Source: an optimization exercise on an open RTL-to-GDS flow (aim: small area, a short achievable clock period and few clock cycles per item). Production flows keep margins and buffers that such runs may drop. Where RTL was checked, it was by simulation tests only, not by an equivalence proof against the original.

==> inputs of 10-21 <==
// geofence
module geofence ( clk,reset,X,Y,valid,is_inside);
  input clk;
  input reset;
  input [9:0] X;
  input [9:0] Y;
  output reg valid;
  output reg is_inside;
  reg  [16:0] st;                       
  reg  [9:0]  px, py;                   
  reg  [9:0]  rx, ry;                   
  reg  [10:0] v0x, v0y;                 
  reg  [10:0] max_, may, mbx, mby, mcx, mcy;   
  reg  [10:0] uax, uay, ubx, uby;       
  reg  [10:0] vqx, vqy;                 
  reg  [10:0] ax, ay, bx, by;           
  reg         has_a, has_b, hit;
  reg         g3, g4, g5, gop;          
  reg         ok_ab, ok_5, fast;       
  wire [10:0] dx1 = {1'b0, rx} - {1'b0, px};
  wire [10:0] dy1 = {1'b0, ry} - {1'b0, py};
  wire [9:0]  dx2 = px - rx;
  wire [9:0]  dy2 = py - ry;
  wire [10:0] vx = {dx1[10], dx1[10] ? dx2 : dx1[9:0]};
  wire [10:0] vy = {dy1[10], dy1[10] ? dy2 : dy1[9:0]};
  wire neg;
  xsm u (.clk(clk), .ax(uax), .ay(uay), .bx(ubx), .by(uby), .neg(neg));
  wire r_init = (st[5]);          
  wire r_cmp  = (st[8]) | (st[10]) | (st[12]);
  wire repl = r_cmp & (neg | (gop ? ~has_b : ~has_a));    
  ...
==> module geofence, before the edit <==
module geofence ( clk,reset,X,Y,valid,is_inside);
  input clk;
  input reset;
  input [9:0] X;
  input [9:0] Y;
  output reg valid;
  output reg is_inside;
  reg  [16:0] st;                       
  reg  [9:0]  px, py;                   
  reg  [9:0]  rx, ry;                   
  reg  [10:0] v0x, v0y;                 
  reg  [10:0] max_, may, mbx, mby, mcx, mcy;   
  reg  [10:0] uax, uay, ubx, uby;       
  reg  [10:0] vqx, vqy;                 
  reg  [10:0] ax, ay, bx, by;           
  reg         has_a, has_b, hit;
  reg         g3, g4, g5, gop;          
  reg         ok_ab, ok_5, fast;       
  wire [10:0] dx1 = {1'b0, rx} - {1'b0, px};
  wire [10:0] dy1 = {1'b0, ry} - {1'b0, py};
  wire [9:0]  dx2 = px - rx;
  wire [9:0]  dy2 = py - ry;
  wire [10:0] vx = {dx1[10], dx1[10] ? dx2 : dx1[9:0]};
  wire [10:0] vy = {dy1[10], dy1[10] ? dy2 : dy1[9:0]};
  wire neg;
  xsm u (.clk(clk), .ax(uax), .ay(uay), .bx(ubx), .by(uby), .neg(neg));
  wire r_init = (st[5]);          
  wire r_cmp  = (st[8]) | (st[10]) | (st[12]);
  wire repl = r_cmp & (neg | (gop ? ~has_b : ~has_a));    
  wire set_a = (r_init & ~neg) | (repl & ~gop);
  wire set_b = (r_init & neg) | (repl & gop);
  reg  [10:0] ua_ex, ua_ey, ub_ex, ub_ey, vq_ex, vq_ey;
  reg         ta, tb;                   
  always @(*) begin
    ua_ex = vx; ua_ey = vy; ub_ex = v0x; ub_ey = v0y; vq_ex = vqx; vq_ey = vqy;
    ta = 1'b0; tb = 1'b0;
    case (1'b1)
      st[3]: begin vq_ex = vx; vq_ey = vy; end                           
      st[6]: begin ua_ex = ax; ua_ey = ay; ub_ex = max_; ub_ey = may;    
                   vq_ex = max_; vq_ey = may; end
      st[7]: begin ua_ex = mcx; ua_ey = mcy; end                         
      st[8]: begin vq_ex = mbx; vq_ey = mby;                             
                   if (g3) begin ua_ex = mbx; ua_ey = mby; ub_ex = bx; ub_ey = by; tb = gop; end
                   else    begin ua_ex = ax; ua_ey = ay; ub_ex = mbx; ub_ey = mby; ta = ~gop; end
             end
      st[9]: begin ua_ex = max_; ua_ey = may; end                        
      st[10]: begin vq_ex = mcx; vq_ey = mcy;                             
                   if (g4) begin ua_ex = mcx; ua_ey = mcy; ub_ex = bx; ub_ey = by; tb = gop; end
                   else    begin ua_ex = ax; ua_ey = ay; ub_ex = mcx; ub_ey = mcy; ta = ~gop; end
             end
      st[11]: begin ua_ex = bx; ua_ey = by; ub_ex = max_; ub_ey = may; end   
      st[12]: begin ua_ex = bx; ua_ey = by; ub_ex = ax; ub_ey = ay;       
                   ta = gop; tb = ~gop; end
      st[13]: begin if (g5) begin ua_ex = max_; ua_ey = may; ub_ex = ax; ub_ey = ay; end
                   else    begin ua_ex = bx; ua_ey = by; ub_ex = max_; ub_ey = may; end
             end
      default: ;
    endcase
  end
  wire r6 = (st[6]) & neg;        
  wire r11 = (st[11]) & neg;      
  wire take_a = repl & ta;
  wire take_b = repl & tb;
  wire [10:0] uax_n = take_a ? vqx : ((r6 | r11) ? max_ : ua_ex);
  wire [10:0] uay_n = take_a ? vqy : ((r6 | r11) ? may : ua_ey);
  wire [10:0] ubx_n = take_b ? vqx : (r6 ? bx : r11 ? ax : ub_ex);
  wire [10:0] uby_n = take_b ? vqy : (r6 ? by : r11 ? ay : ub_ey);
  wire gop_n = (st[6]) ? neg : (st[8]) ? g3 : (st[10]) ? g4 : gop;
  wire has_o = g5 ? has_a : has_b;
  wire res = has_o & (hit | (fast ? (ok_5 | (has_a & has_b & ~neg)) : (ok_ab | ~neg)));
  wire fin = fast ? (st[14]) : (st[15]);
  always @(posedge clk or posedge reset) begin
    if (reset) begin
      st <= 17'd1;
    end else begin
      st <= (st[16] || (fast && st[15])) ? 17'd1 : {st[15:0], 1'b0};
    end
  end
  always @(posedge clk) begin
    valid <= fin;
    is_inside <= res;
    rx <= X; ry <= Y;
    if (st[0]) begin px <= X; py <= Y; end
    if (st[2]) begin v0x <= vx; v0y <= vy; end
    if (st[4] | st[7]) begin max_ <= vx; may <= vy; end    
    if (st[5]) begin mbx <= vx; mby <= vy; end                    
    if (st[6]) begin mcx <= vx; mcy <= vy; end                    
    uax <= uax_n; uay <= uay_n; ubx <= ubx_n; uby <= uby_n;
    vqx <= vq_ex; vqy <= vq_ey;
    gop <= gop_n;
    if (set_a) begin ax <= vqx; ay <= vqy; end
    if (set_b) begin bx <= vqx; by <= vqy; end
    if (r_init) begin has_a <= ~neg; has_b <= neg; end
    else if (repl) begin if (gop) has_b <= 1'b1; else has_a <= 1'b1; end
    if (st[7]) g3 <= neg;
    if (st[9]) g4 <= neg;
    if (st[11]) begin g5 <= neg; fast <= (neg == g4); end
    if (st[13]) ok_5 <= ~neg;
    if (st[14]) ok_ab <= has_a & has_b & ~neg;
    if (st[2]) hit <= 1'b0;
    else if ((st[3] | st[4] | st[5] | st[6] | st[7]) && rx == px && ry == py) hit <= 1'b1;
  end
endmodule
export LEC_CHECK = 0
export CAP_MARGIN = 20
export CORE_MARGIN = 2
export CORE_UTILIZATION = 70
export SLEW_MARGIN = 20
export SYNTH_HIERARCHICAL = 1
export SYNTH_MINIMUM_KEEP_SIZE = 0
create_clock -name core_clock -period 12.0 [get_ports {clk}]
standard.sh (not shown) runs the stock make flow with config.mk's settings and CLKGATE_MAP_FILE= SYNTH_SCRIPT=/design/flow/synth_recipe.tcl, a recipe that flattens the netlist after the stock synthesis.
==> flow/flow/run.sh <==
#!/bin/bash
set -euo pipefail
bash standard.sh SETUP_SLACK_MARGIN=8.5 finish > standard.log 2>&1
==> 10-02: changes against 10-21 <==
--- a/flow/design.v
+++ b/flow/design.v
@@ -7,3 +7,3 @@
   output reg is_inside;
-  reg  [16:0] st;                       
+  reg  [4:0]  cnt;
   reg  [9:0]  px, py;                   
@@ -26,4 +26,4 @@
   xsm u (.clk(clk), .ax(uax), .ay(uay), .bx(ubx), .by(uby), .neg(neg));
-  wire r_init = (st[5]);          
-  wire r_cmp  = (st[8]) | (st[10]) | (st[12]);
+  wire r_init = (cnt == 5'd5);          
+  wire r_cmp  = (cnt == 5'd8) | (cnt == 5'd10) | (cnt == 5'd12);
   wire repl = r_cmp & (neg | (gop ? ~has_b : ~has_a));    
@@ -36,8 +36,8 @@
     ta = 1'b0; tb = 1'b0;
-    case (1'b1)
-      st[3]: begin vq_ex = vx; vq_ey = vy; end                           
-      st[6]: begin ua_ex = ax; ua_ey = ay; ub_ex = max_; ub_ey = may;    
+    case (cnt)
+      5'd3:  begin vq_ex = vx; vq_ey = vy; end                           
+      5'd6:  begin ua_ex = ax; ua_ey = ay; ub_ex = max_; ub_ey = may;    
                    vq_ex = max_; vq_ey = may; end
-      st[7]: begin ua_ex = mcx; ua_ey = mcy; end                         
-      st[8]: begin vq_ex = mbx; vq_ey = mby;                             
+      5'd7:  begin ua_ex = mcx; ua_ey = mcy; end                         
+      5'd8:  begin vq_ex = mbx; vq_ey = mby;                             
                    if (g3) begin ua_ex = mbx; ua_ey = mby; ub_ex = bx; ub_ey = by; tb = gop; end
@@ -45,4 +45,4 @@
              end
-      st[9]: begin ua_ex = max_; ua_ey = may; end                        
-      st[10]: begin vq_ex = mcx; vq_ey = mcy;                             
+      5'd9:  begin ua_ex = max_; ua_ey = may; end                        
+      5'd10: begin vq_ex = mcx; vq_ey = mcy;                             
                    if (g4) begin ua_ex = mcx; ua_ey = mcy; ub_ex = bx; ub_ey = by; tb = gop; end
@@ -50,6 +50,6 @@
              end
-      st[11]: begin ua_ex = bx; ua_ey = by; ub_ex = max_; ub_ey = may; end   
-      st[12]: begin ua_ex = bx; ua_ey = by; ub_ex = ax; ub_ey = ay;       
+      5'd11: begin ua_ex = bx; ua_ey = by; ub_ex = max_; ub_ey = may; end   
+      5'd12: begin ua_ex = bx; ua_ey = by; ub_ex = ax; ub_ey = ay;       
                    ta = gop; tb = ~gop; end
-      st[13]: begin if (g5) begin ua_ex = max_; ua_ey = may; ub_ex = ax; ub_ey = ay; end
+      5'd13: begin if (g5) begin ua_ex = max_; ua_ey = may; ub_ex = ax; ub_ey = ay; end
                    else    begin ua_ex = bx; ua_ey = by; ub_ex = max_; ub_ey = may; end
@@ -59,4 +59,4 @@
   end
-  wire r6 = (st[6]) & neg;        
-  wire r11 = (st[11]) & neg;      
+  wire r6 = (cnt == 5'd6) & neg;        
+  wire r11 = (cnt == 5'd11) & neg;      
   wire take_a = repl & ta;
@@ -67,11 +67,11 @@
   wire [10:0] uby_n = take_b ? vqy : (r6 ? by : r11 ? ay : ub_ey);
-  wire gop_n = (st[6]) ? neg : (st[8]) ? g3 : (st[10]) ? g4 : gop;
+  wire gop_n = (cnt == 5'd6) ? neg : (cnt == 5'd8) ? g3 : (cnt == 5'd10) ? g4 : gop;
   wire has_o = g5 ? has_a : has_b;
   wire res = has_o & (hit | (fast ? (ok_5 | (has_a & has_b & ~neg)) : (ok_ab | ~neg)));
-  wire fin = fast ? (st[14]) : (st[15]);
+  wire fin = fast ? (cnt == 5'd14) : (cnt == 5'd15);
   always @(posedge clk or posedge reset) begin
     if (reset) begin
-      st <= 17'd1;
+      cnt <= 5'd0;
     end else begin
-      st <= (st[16] || (fast && st[15])) ? 17'd1 : {st[15:0], 1'b0};
+      cnt <= (cnt == 5'd16 || (fast && cnt == 5'd15)) ? 5'd0 : cnt + 5'd1;
     end
@@ -82,7 +82,7 @@
     rx <= X; ry <= Y;
-    if (st[0]) begin px <= X; py <= Y; end
-    if (st[2]) begin v0x <= vx; v0y <= vy; end
-    if (st[4] | st[7]) begin max_ <= vx; may <= vy; end    
-    if (st[5]) begin mbx <= vx; mby <= vy; end                    
-    if (st[6]) begin mcx <= vx; mcy <= vy; end                    
+    if (cnt == 5'd0) begin px <= X; py <= Y; end
+    if (cnt == 5'd2) begin v0x <= vx; v0y <= vy; end
+    if (cnt == 5'd4 || cnt == 5'd7) begin max_ <= vx; may <= vy; end    
+    if (cnt == 5'd5) begin mbx <= vx; mby <= vy; end                    
+    if (cnt == 5'd6) begin mcx <= vx; mcy <= vy; end                    
     uax <= uax_n; uay <= uay_n; ubx <= ubx_n; uby <= uby_n;
@@ -94,9 +94,9 @@
     else if (repl) begin if (gop) has_b <= 1'b1; else has_a <= 1'b1; end
-    if (st[7]) g3 <= neg;
-    if (st[9]) g4 <= neg;
-    if (st[11]) begin g5 <= neg; fast <= (neg == g4); end
-    if (st[13]) ok_5 <= ~neg;
-    if (st[14]) ok_ab <= has_a & has_b & ~neg;
-    if (st[2]) hit <= 1'b0;
-    else if ((st[3] | st[4] | st[5] | st[6] | st[7]) && rx == px && ry == py) hit <= 1'b1;
+    if (cnt == 5'd7) g3 <= neg;
+    if (cnt == 5'd9) g4 <= neg;
+    if (cnt == 5'd11) begin g5 <= neg; fast <= (neg == g4); end
+    if (cnt == 5'd13) ok_5 <= ~neg;
+    if (cnt == 5'd14) ok_ab <= has_a & has_b & ~neg;
+    if (cnt == 5'd2) hit <= 1'b0;
+    else if (cnt >= 5'd3 && cnt <= 5'd7 && rx == px && ry == py) hit <= 1'b1;
   end
==> impl_metrics.tcl <==
set metrics [dict create \
    status "complete, no violations" \
    gp_congestion 0.923 \
    die_y_um 167 \
    synth_fa_ha_area_share_pct 23.8 \
    multi_input_area_share_pct 48.0 \
    wl_per_cell_um 25.2 \
    rr_worst_depth 15 \
]
(the above is from 10-02)
==> impl_metrics.tcl <==
set metrics [dict create \
    cp_top_family "simple AND/OR/NAND/NOR gates" \
    status "complete, no violations" \
    multi_input_area_share_pct 52.9 \
    wl_per_cell_um 29.1 \
    synth_fa_ha_area_share_pct 19.7 \
    place_area_um2 22500 \
    die_x_um 181 \
    rr_worst_depth 11 \
    die_y_um 181 \
    clk_pin_slew_worst_paths_ns 0.06 \
    synth_top_area_share_pct 24.9 \
    gp_congestion 0.958 \
]
(the above is from 10-21)
Testbench counts of 10-02, summed over its fixed seeds: cycles 15,753, items 960.
Function not checked in 10-21: the RTL went through the layout flow alone.

[afterwards: timing with drivers on the ports]
The flow's constraints put no driver on any port. The routed layouts listed below were extracted and timed again, unchanged, in two steps. Step 1 (the two cells are an assumption about what drives the block):
set clk [get_ports {clk}]
set_driving_cell -lib_cell sky130_fd_sc_hd__clkbuf_16 $clk
set_driving_cell -lib_cell sky130_fd_sc_hd__buf_2 [delete_from_list [all_inputs] $clk]
Step 2 also shifts input and output timing later by t, the mid clock arrival at the registers, as if the neighbouring blocks saw the same clock. Slacks: ideal ports / drivers / drivers and shift; pairs: ideal ports / drivers.
run	shift t [ns]	slack for setup (ns)	hold WS [ns]	worst setup path after step 2	worst slew at a driven data input, ns
10-21	0.581	8.290 / 8.290 / 8.290	0.464 / 0.464 / 0.464	register to register	0.03
10-02	0.570	8.407 / 8.407 / 8.407	0.503 / 0.503 / 0.503	register to register	0.04
After both steps every run listed still meets setup and hold.
